From an optimization exercise on the open Yosys and OpenROAD flow, aimed at small area, a short achievable clock period and few clock cycles; shortcuts taken in it are not production practice.
In this exercise RTL edits were held to simulation tests only and were not proved equivalent to the original.
Power figures rest on the tool's default switching activity, not on a simulated workload.

===== flow/config.mk =====
export PLATFORM = sky130hd
export DESIGN_NAME = LASER
export DESIGN_NICKNAME = LASER
export VERILOG_FILES = /design/flow/design.v
export SDC_FILE = /design/flow/constraint.sdc
export NUM_CORES = 4
export LEC_CHECK = 0
export CAP_MARGIN = 20
export CORE_MARGIN = 2
export CORE_UTILIZATION = 40
export SLEW_MARGIN = 20

===== flow/constraint.sdc =====
create_clock -name core_clock -period 10.0 [get_ports {CLK}]
set_input_delay 2.0000 -clock core_clock [delete_from_list [all_inputs] [get_ports {CLK}]]
set_output_delay 2.0000 -clock core_clock [all_outputs]
set_load 0.01 [all_outputs]

===== flow/design.v =====
module LASER (
input CLK,
input RST,
input [3:0] X,
input [3:0] Y,
output reg [3:0] C1X,
output reg [3:0] C1Y,
output reg [3:0] C2X,
output reg [3:0] C2Y,
output reg DONE);
reg [3:0] X_reg [0:39];
reg [3:0] Y_reg [0:39];
reg [2:0] c_state ,n_state ;
reg [7:0] c_counter, n_counter;
reg [5:0] c_counter1, n_counter1;
reg [5:0] cir_count,n_cir_count,cir_count_2;
reg [5:0] max_cir_count;
reg [6:0] old_cir_count;
reg [7:0] max_address;
wire [8:0] dis1,dis2;
reg  label_reg [0:39];
parameter IDLE = 3'd0, TAKE = 3'd1, FIND_1 = 3'd2,COMPARE = 3'd3,CONVERGE = 3'd4,LABEL = 3'd5,FINISH = 3'd7;
integer i;
always @(posedge CLK or posedge RST)begin
	if(RST)begin
		c_state <= IDLE;
	end
	else begin
		c_state <= n_state;
	end
end
always @(*)begin
	case(c_state)
		IDLE : 
			n_state = TAKE;
		TAKE :
			n_state = (c_counter == 6'd39) ? FIND_1 : TAKE;
		FIND_1 :
			n_state = (c_counter1 == 6'd38) ? COMPARE : FIND_1;
		COMPARE :
			n_state = (c_counter == 8'd255) ? CONVERGE : FIND_1;
		CONVERGE:
			n_state = (max_cir_count + cir_count_2 == old_cir_count) ? FINISH : LABEL;
		LABEL:
			n_state = (c_counter1 == 6'd38) ? FIND_1 : LABEL ;
		FINISH:
			n_state = IDLE;
		default:
			n_state = c_state;
	endcase
end
always @(posedge CLK or posedge RST)begin
	if(RST)begin
		for (i = 0 ; i <=39 ; i = i + 1)
			X_reg[i] <= 0;
	end
	else begin
		case(c_state)
			IDLE :
				X_reg[0] <= X;
			TAKE :
				X_reg[c_counter] <= X;
			default:
				for (i = 0 ; i <=39 ; i = i + 1)
					X_reg[i] <= X_reg[i];
		endcase
	end
end
always @(posedge CLK or posedge RST)begin
	if(RST)begin
		for (i = 0 ; i <=39 ; i = i + 1)
			Y_reg[i] <= 0;
	end
	else begin
		case(c_state)
			IDLE :
				Y_reg[0] <= Y;
			TAKE :
				Y_reg[c_counter] <= Y;
			default:
				for (i = 0 ; i <=39 ; i = i + 1)
					Y_reg[i] <= Y_reg[i];
		endcase
	end
end
always @(posedge CLK or posedge RST)begin
	if(RST)begin
		c_counter <= 1;
	end
	else begin
		c_counter <= n_counter;
	end
end
always @(*)begin
	case(c_state)
		TAKE : 
			n_counter = (c_counter == 6'd39) ? 0 : c_counter + 1;
		COMPARE :
			n_counter = (c_counter == 8'd255) ? 0 : c_counter + 1;
		CONVERGE :
			n_counter = {C1Y,C1X};
		LABEL :
			n_counter = (c_counter1 == 6'd38) ? 0 : c_counter; 
		FINISH :
			n_counter = 1;
		default:
			n_counter = c_counter;
	endcase
end
always @(posedge CLK or posedge RST)begin
	if(RST)begin
		c_counter1 <= 0;
	end
	else begin
		c_counter1 <= n_counter1;
	end
end
always @(*)begin
	case(c_state)
		FIND_1 :
			n_counter1 = (c_counter1 == 6'd38) ? 0 : c_counter1 + 2;
		LABEL :
			n_counter1 = (c_counter1 == 6'd38) ? 0 : c_counter1 + 2;
		FINISH :
			n_counter1 = 0;
		default:
			n_counter1 = c_counter1;
	endcase
end
assign dis1 = (X_reg[c_counter1] - c_counter[3:0]) * (X_reg[c_counter1] - c_counter[3:0])
+ (Y_reg[c_counter1] - c_counter[7:4]) * (Y_reg[c_counter1] - c_counter[7:4]) | {8{label_reg[c_counter1]}};
assign dis2 = (X_reg[c_counter1 + 1] - c_counter[3:0]) * (X_reg[c_counter1 + 1] - c_counter[3:0])
+ (Y_reg[c_counter1 + 1] - c_counter[7:4]) * (Y_reg[c_counter1 + 1] - c_counter[7:4]) | {8{label_reg[c_counter1 + 1]}};
always @(posedge CLK or posedge RST)begin
	if(RST)begin
		cir_count <= 0;
	end
	else begin
		cir_count <= n_cir_count;
	end
end
always @(posedge CLK or posedge RST)begin
	if(RST)begin
		cir_count_2 <= 0;
	end
	else begin
		case(c_state)
			CONVERGE:
				cir_count_2 <= max_cir_count;
			FINISH :
				cir_count_2 <= 0;
			default :
				cir_count_2 <= cir_count_2;
		endcase
	end
end
always @(*)begin
	case(c_state)
		FIND_1 :begin
			if((dis1 <= 5'd16) && (dis2 <= 5'd16))
				n_cir_count = cir_count + 2;
			else if((dis1 <= 5'd16) || (dis2 <= 5'd16))
				n_cir_count = cir_count + 1;
			else
				n_cir_count = cir_count;
		end
		COMPARE :
			n_cir_count = 0;
		default: 
			n_cir_count = cir_count;
	endcase
end
always @(posedge CLK or posedge RST)begin
	if(RST)begin
		max_cir_count <= 0;
	end
	else begin
		case(c_state)
			COMPARE:begin
				if(cir_count >= max_cir_count)
					max_cir_count <= cir_count ;
				else
					max_cir_count <= max_cir_count;
			end
			CONVERGE:begin
				max_cir_count <= 0;
			end
			default :
				max_cir_count <= max_cir_count;
		endcase
	end
end
always @(posedge CLK or posedge RST)begin
	if(RST)begin
		old_cir_count <= 0;
	end
	else begin
		case(c_state)
			CONVERGE:
				old_cir_count <= max_cir_count + cir_count_2;
			FINISH:
				old_cir_count <= 0;
			default :
				old_cir_count <= old_cir_count;
		endcase
	end
end
always @(posedge CLK or posedge RST)begin
	if(RST)begin
		max_address <= 0;
	end
	else begin
		case(c_state)
			COMPARE:begin
				if(cir_count  >= max_cir_count)
					max_address <= c_counter;
			end
			default
				max_address <= max_address;
		endcase
	end
end
always @(posedge CLK or posedge RST)begin
	if(RST)begin
		for(i = 0 ; i <=39 ; i = i + 1)
			label_reg[i] <= 0;
	end
	else begin
		case(c_state)
			CONVERGE:
				for(i = 0 ; i <=39 ; i = i + 1)
					label_reg[i] <= 0;			
			LABEL: begin
				if(dis1 <= 5'd16)
					label_reg[c_counter1] <= 1;
				else
					label_reg[c_counter1] <=label_reg[c_counter1];
				if(dis2 <= 5'd16)
					label_reg[c_counter1 + 1] <= 1;
				else
					label_reg[c_counter1 + 1] <=label_reg[c_counter1 + 1];				
			end
			default:
				for(i = 0 ; i <=39 ; i = i + 1)
						label_reg[i] <= label_reg[i];			
		endcase
	end
end
always @(posedge CLK or posedge RST)begin
	if(RST)begin
		C1X <= 0;
		C1Y <= 0;
	end
	else begin
		case(c_state)
			COMPARE :begin
				if(cir_count >= max_cir_count)begin
					C1X <= c_counter[3:0];
					C1Y <= c_counter[7:4];
				end
				else begin
					C1X <= C1X; 
					C1Y <= C1Y;
				end
			end
			default:begin
				C1X <= C1X; 
				C1Y <= C1Y;
			end
		endcase
	end
end
always @(posedge CLK or posedge RST)begin
	if(RST)begin
		C2X <= 0;
		C2Y <= 0;
	end
	else begin
		case(c_state)
			LABEL :begin
				C2X <= C1X; 
				C2Y <= C1Y;				
			end
			default:begin
				C2X <= C2X; 
				C2Y <= C2Y;
			end
		endcase
	end
end
always @(posedge CLK or posedge RST)begin
	if(RST)begin 
		DONE <= 0;
	end
	else begin
		if(c_state == CONVERGE)begin
			if(max_cir_count + cir_count_2 == old_cir_count)
				DONE <= 1;
			else begin
				DONE <= 0;
			end
		end
		else begin
			DONE <=0;
		end
	end
end
endmodule

===== flow/run.sh =====
#!/bin/bash
# synth_recipe.tcl (not shown) runs the flow's synth.tcl, then flattens the netlist and writes it again
# the make line also repeats each setting of config.mk as NAME=value (left out here)
make -C /OpenROAD-flow-scripts/flow DESIGN_CONFIG=/design/flow/config.mk WORK_HOME=/design/flow/orfs CLKGATE_MAP_FILE= SYNTH_SCRIPT=/design/flow/synth_recipe.tcl finish

==> impl_metrics.ini <==
[power_and_ir_drop]
vdd_drop_max_mv = 0.1240
power_per_cell_area_nw_per_um2 = 179.2
leakage_uw = 0.01102
power.total_uw = 4566

[worst_setup_path]
r2r_end = cir_count[4]$_DFFE_PP0P_
crit_fanout = 19
required_ps = 10480
reg2reg_depth = 33
cp_slowest_cell = dfrtp_1
path_class = flip-flop to flip-flop
cp-start-kind = flip-flop
slowest_delay_ps = 670
cp.arrival_ps = 9810
cp-end-kind = flip-flop
r2r_start = c_counter1[5]$_DFFE_PP0P_
r2r_setup_slack_ps = 670

[floorplanning]
rows = 87
die_h_um = 241.6
core_um2 = 56060
start_util_pct = 40.26
die_area_um2 = 58350
die_w_um = 241.6
io_pins = 27

[timing]
relSlewSlack_pct = 23.67
final.min_clock_period_ps = 9334
setup_tns_ps = 0
min_period_over_period_pct = 93.34
worst_pin_slew_ps = 1145
rsz0062_at_grt = no
slew_viol_final = 0
hold_viol_final = 0
final-setup-viol-count = 0
skew_ps = 54.51
max_freq_mhz = 107.1

[global_route]
grt_start_max_net_pins = 180
grt.total_usage_pct = 22.58
grt_pass1_wl_um = 101300
grt.overflow.total = 0
grt_pass1_vias = 16280
antenna_found_initial = 1

[routing]
routed_via_density = 5.772
first_iter_violations = 1418
route.detailed.drc = 0
wirelength_um = 65950
top_layer = met5
wl_met2_um = 30030
wl_met3_um = 4778
postRouteAntennaNets = 0
routedWlPerCell_um = 23.72
vias = 16050
dr.pass1.iters = 6
wl_met1_um = 28690

[final_layout]
area_delta_synth_final_pct = 12.92
final_common_cell = dfrtp_1
diodes = 0
fill_cells = 5169
finalNonFillerCells = 2781
final_cell_mix = 417 x dfrtp_1, 328 x mux2_2, 177 x nand2_1
fin_nets = 2146
fin_area_um2 = 25490
drive_gt1_share_pct = 23.60

[placement]
port_buffers = 26
placed_cell_area_um2 = 23850
gp_congestion = 0.8851
dp_hpwl_um = 44600
placed_cells = 2699

[clocking]
cts_tree = yes
numCtsBuffers = 46
cts_buffer_depth = 3
clkLatencyLatePin_ps = 620
hold_buffers = 0
cts_setup_buffers = 0
h-tree-depth = 2
cts.root.buffer_cell = clkbuf_16
cts.sinks = 418
path_clk_slew_ps = 60
cts_resized = 0

[logic_synthesis]
synthFlopType = dfrtp_1
syn_area_um2 = 22570
synth.top_cell.area_share_pct = 46.23
avgSynthCellArea_um2 = 11.48
synth_edf_count = 0
ys_warn_count = 4
syn_inst = 1966
synth.yosys.seq_area_share_pct = 46.35
synth.distinct_cells = 70
ys_top_cells_by_area = dfrtp_1 46%, mux2_2 16%, fa_1 6.1%, ha_1 4.2%, a22oi_1 3.3%
synthArstFlopShare_pct = 100.0
yosys.area.top_type = dfrtp_1
ys_ff_latch = 418
syn_nets = 2120

[worst_hold_path]
worstHoldPathType = flip-flop to flip-flop
holdPathStages = 2
worstHoldStart = C2X[1]$_DFFE_PP0P_
worstHoldEndpoint = C2X[1]$_DFFE_PP0P_

[flow_run]
cap_violations = 0

[status]
status = no timing/DRC/antenna violations
==> per-stage QoR <==
step	hold slack, ps	setup WS, ps	utilization [%]
after floorplan	441.3	1774	-
after global placement	456.2	937.4	42.54
after detailed placement	461.5	758.7	42.54
after CTS	475.6	733.5	45.42
after global routing	496.3	93.67	45.47
final	469.6	665.7	45.47
==> final cells by class <==
cell class / count / area, um2 / share of cell area [%]
timing repair buffer: 83 / 745.7 / 2.926
tap: 756 / 945.9 / 3.711
sequential: 418 / 10460 / 41.04
multi-input combinational: 1316 / 11240 / 44.10
clock inverter: 16 / 272.8 / 1.070
clock buffer: 65 / 1343 / 5.267
inverter: 127 / 480.5 / 1.885
==> per-layer routing <==
layer	GRT usage, %	up-vias
met3	4.895	135
met5	0	-
met4	8.550	2
met1	30.89	8243
li1	-	7081
met2	35.18	590
==> worst max-delay path, delay by kind of cell (launching register included) <==
family	cells	cell delay (ps)
flops	1	670
xor+xnor	2	460
simple gates	10	2320
compound gates	8	2270
buf+inv	6	550
fa+ha+maj	7	2950
==> power breakdown <==
| group | internal (uW) | total, uW | switching, uW |
|---|---|---|---|
| registers | 1760 | 1810 | 47.0 |
| logic | 436 | 963 | 528 |
| clock network | 1070 | 1790 | 722 |
==> logic make-up after synthesis <==
kind of cell	Yosys count	share of synthesized area [%]
flops	418	46.35
buf+inv	232	3.913
compound gates	352	11.42
xor+xnor	45	1.929
mux	341	16.95
simple gates	431	9.030
fa+ha+maj	147	10.42
==> synth_stat cells (17+ instances only) <==
library cell and instances:
a21oi_1 35, a221oi_1 26, a22o_1 60, a22oi_1 99, clkbuf_1 93, dfrtp_1 417, fa_1 69, ha_1 75
inv_1 126, mux2_2 328, nand2_1 177, nand3_1 39, nand4_1 40, nor2_1 82, nor3_1 17, o21ai_0 52
xnor2_1 25, xor2_1 17
==> how the worst max path moves through the flow <==
stage	startpoint	to	depth (start not counted)
floorplan	c_counter1[3]$_DFFE_PP0P_	cir_count[5]$_DFFE_PP0P_	32
global placement	c_counter1[5]$_DFFE_PP0P_	cir_count[5]$_DFFE_PP0P_	27
detailed placement	c_counter1[5]$_DFFE_PP0P_	cir_count[5]$_DFFE_PP0P_	33
CTS	c_counter1[5]$_DFFE_PP0P_	cir_count[5]$_DFFE_PP0P_	33
global route	c_counter1[5]$_DFFE_PP0P_	cir_count[4]$_DFFE_PP0P_	33
finish	c_counter1[5]$_DFFE_PP0P_	cir_count[4]$_DFFE_PP0P_	33
Testbench counts, summed over its fixed seeds: cycles 869,925.

static timing again, ports no longer ideal:
No port has a modelled driver above. Below, the same layout with a new extraction and two added sets of constraints.
Step 1, drivers: a clkbuf_16 drives CLK and a buf_2 each remaining input, both assumed.
Step 2 adds t to the input delays and takes it off the output delays; t is the mean of the earliest and latest rising clock arrival at the registers after step 1. Input paths then give back, and output paths get back, about the clock's delay inside the block.
Three values: ideal, step 1, step 2; two values: the first two.
t, ns: 0.646
setup WS [ns]: 0.666 / 0.666 / 0.666
hold WS [ns]: 0.470 / 0.470 / 0.470
cell pins on the clock port's net: 1
After both steps setup and hold are still met in this run. The setup slack of this run moves by 0.000 ns with the drivers and by 0.000 ns with both steps.
